Context: an optimization exercise on an open-source flow, tuned for small area, a short achievable clock period and few clock cycles per item. The choices shown serve that exercise and are no tape-out recipe.
In this exercise RTL edits were held to simulation tests only and were not proved equivalent to the original.
Power and IR drop assume default switching activity.

// top_sha
module top_sha(
    input          clk, rst, byte_rdy, byte_stop,
    input  [7:0]   data_in,
    output [255:0] Hash_Digest,
    output         hash_valid
);
==> flow/config.mk <==
export PLATFORM = sky130hd
export DESIGN_NAME = top_sha
export DESIGN_NICKNAME = top_sha
export VERILOG_FILES = /design/flow/design.v
export SDC_FILE = /design/flow/constraint.sdc
export NUM_CORES = 4
export LEC_CHECK = 0
export CAP_MARGIN = 20
export CORE_MARGIN = 2
export CORE_UTILIZATION = 60
export CTS_CLUSTER_DIAMETER = 100
export CTS_CLUSTER_SIZE = 20
export PLACE_DENSITY = 0.7
export SLEW_MARGIN = 20
==> flow/constraint.sdc <==
create_clock -name core_clock -period 10.0 [get_ports {clk}]
set_input_delay 2.0000 -clock core_clock [delete_from_list [all_inputs] [get_ports {clk}]]
set_output_delay 2.0000 -clock core_clock [all_outputs]
set_load 0.01 [all_outputs]
standard.sh (not shown) runs the stock make flow with config.mk's settings and CLKGATE_MAP_FILE= SYNTH_SCRIPT=/design/flow/synth_recipe.tcl, a recipe that flattens the netlist after the stock synthesis.
==> flow/flow/run.sh <==
#!/bin/bash
# Own flow: the standard ORFS flow (standard.sh: the same synthesis,
# floorplan, placement, CTS and routing) with two changes:
#  - the timing repair aims at a setup slack of 6 ns (SETUP_SLACK_MARGIN is
#    capped at 5 in config.mk);
#  - the port buffers are sky130_fd_sc_hd__buf_2 instead of the default
#    clkdlybuf4s50_1 (every input and output still gets its buffer).
# The full make output is in standard_finish.log, each step's log in orfs/logs.
set -euo pipefail
bash standard.sh SETUP_SLACK_MARGIN=6 "BUFFER_PORTS_ARGS=-buffer_cell sky130_fd_sc_hd__buf_2" finish > standard_finish.log 2>&1
The baseline went through all stages and came out clean.
Testbench counts at the start, summed over its fixed seeds: cycles 33,646, messages 384.
Next try:
--- a/flow/design.v
+++ b/flow/design.v
@@ -1,38 +1,40 @@
 module m_pader_parser(
     input             clk, rst,
     input             byte_rdy, byte_stop,
     input      [7:0]  data_in,
-    input      [31:0] w_last,       
     output reg        stopped,      
     output reg [6:0]  wc,           
     output reg        rv,           
-    output            shift,        
-    output            load,         
+    output            push,         
     output     [31:0] in_word       
 );
-    reg [5:0] len;
-    wire first     = (len[1:0] == 2'd0) & (len != 6'd0);  
-    wire push_in   = byte_rdy & (len[1:0] == 2'd3);        
+    reg [5:0]  len;
+    reg [23:0] acc;
+    wire push_in   = byte_rdy & (len[1:0] == 2'd3);
     wire push_stop = byte_stop & ~stopped;
     wire run       = stopped & (wc <= 7'd65);
-    assign shift = stopped ? run : ((byte_rdy | byte_stop) & first);
-    assign load  = stopped ? run : (byte_rdy | byte_stop);
+    assign push = stopped ? run : (push_in | byte_stop);
     reg [31:0] pad_word;
     always @(*) begin
         case (len[1:0])
             2'd0: pad_word = 32'h80000000;
-            2'd1: pad_word = {w_last[7:0], 24'h800000};
-            2'd2: pad_word = {w_last[15:0], 16'h8000};
-            default: pad_word = {w_last[23:0], 8'h80};
+            2'd1: pad_word = {acc[7:0], 24'h800000};
+            2'd2: pad_word = {acc[15:0], 16'h8000};
+            default: pad_word = {acc[23:0], 8'h80};
         endcase
     end
     wire [31:0] len_word = {23'd0, len, 3'b000};
+    wire        wc_ge16  = |wc[6:4];
     assign in_word = stopped ? ((wc[3:0] == 4'd15) ? len_word : 32'd0)
-                             : (byte_stop ? pad_word : {w_last[23:0], data_in});
+                             : (byte_stop ? pad_word : {acc, data_in});
+    always @(posedge clk) begin
+        if (byte_rdy)
+            acc <= {acc[15:0], data_in};
+    end
     always @(posedge clk) begin
         if (!rst) begin
             len     <= 6'd0;
             stopped <= 1'b0;
             wc      <= 7'd0;
             rv      <= 1'b0;
         end else begin
@@ -44,16 +46,15 @@
                 wc <= wc + 7'd1;
             rv <= stopped ? (wc <= 7'd64) : (push_in | push_stop);
         end
     end
 endmodule
 module m_scheduler(
     input             clk,
-    input             shift,        
-    input             load,         
+    input             push,
     input             use_exp,      
     input      [31:0] in_word,
     input             inj_a, inj_e,  
     input      [31:0] da, de,
     output     [31:0] w_cur,
     output     [223:0] digest
 );
@@ -72,22 +73,21 @@
     wire [31:0] p1  = s1 ^ zs ^ zc;
     wire [31:0] q1  = {((s1 & zs) | (s1 & zc) | (zs & zc)), 1'b0};
     wire [31:0] w_exp;
     add32_sk u_exp(.a(p1), .b(q1), .s(w_exp));
     wire [31:0] w_new = use_exp ? w_exp : in_word;
     integer i;
     always @(posedge clk) begin
-        if (shift) begin
+        if (push) begin
             for (i = 0; i < 15; i = i + 1)
                 w[i] <= w[i+1];
+            w[15] <= w_new;
             if (inj_a) w[13] <= da;
             if (inj_e) w[7]  <= de;
         end
-        if (load)
-            w[15] <= w_new;
     end
     assign w_cur  = w[15];
     assign digest = {w[13], w[12], w[11], w[7], w[6], w[5], w[4]};
 endmodule
 module interative_processing(
     input             clk, rst,
     input             en,           
@@ -370,28 +370,28 @@
 endmodule
 module top_sha(
     input          clk, rst, byte_rdy, byte_stop,
     input  [7:0]   data_in,
     output [255:0] Hash_Digest,
     output         hash_valid
 );
-    wire        stopped, rv, shift, load;
+    wire        stopped, rv, push;
     wire [6:0]  wc;
     wire [5:0]  rc;
     wire [31:0] in_word, w_cur, a, e, da, de;
     reg  [31:0] k_rom;
     m_pader_parser pad(
         .clk(clk), .rst(rst), .byte_rdy(byte_rdy), .byte_stop(byte_stop),
-        .data_in(data_in), .w_last(w_cur), .stopped(stopped), .wc(wc), .rv(rv),
-        .shift(shift), .load(load), .in_word(in_word));
+        .data_in(data_in), .stopped(stopped), .wc(wc), .rv(rv), .push(push),
+        .in_word(in_word));
     wire use_exp = stopped & (|wc[6:4]);
     wire inj_e   = stopped & (wc >= 7'd62);
     wire inj_a   = stopped & (wc >= 7'd63);
     m_scheduler sch(
-        .clk(clk), .shift(shift), .load(load), .use_exp(use_exp), .in_word(in_word),
+        .clk(clk), .push(push), .use_exp(use_exp), .in_word(in_word),
         .inj_a(inj_a), .inj_e(inj_e), .da(da), .de(de), .w_cur(w_cur), .digest(Hash_Digest[223:0]));
     interative_processing ip(
         .clk(clk), .rst(rst), .en(rv), .clr(~stopped & (wc == 7'd0)), .w(w_cur), .rc(rc), .k_next(k_rom),
         .a_out(a), .e_out(e));
     m_digest digest(.sel(wc[1:0]), .a_in(a), .e_in(e), .da(da), .de(de));
     assign Hash_Digest[255:224] = a;    
     reg hv;
After rerunning: The changed run produced a clean layout; sequential power grows by 7.6%; routed wire length is higher by 6.5%; hold slack gets better by 25 ps; synthesized cell count rises by 1.5%; die area increases by 1.3%; total power went up by 6.5%; maximum frequency increases by 5.5%.
Testbench counts after the change, summed over its fixed seeds: cycles 33,646, messages 384.

re-timing with driven ports:
In the flow no input, the clock included, has a driving cell. The finished layouts below were timed again as built, in two steps. Step 1 assumes that a clkbuf_16 drives the clock port and a buf_2 every other input. Step 2 times the ports against the registers' clock, not the clock port: input delays grow and output delays shrink by t, the midpoint of the rising clock arrivals with the driver on. Three values: ideal ports, drivers, drivers and shift; two values: the first two.
run	t, ns	slack for setup (ns)	latest minus earliest clock arrival (ns)	worst register clock-pin slew, ns	pins driven straight from the clock port
the first run	0.705	5.620 / 5.620 / 5.499	0.053 / 0.053	0.10 / 0.10	1
the second run	0.725	5.848 / 5.848 / 5.467	0.058 / 0.058	0.10 / 0.10	1
After both steps every run listed still meets setup and hold. For the second run, which loses most, drivers alone change the setup slack by 0.000 ns; drivers and shift together by -0.381 ns.
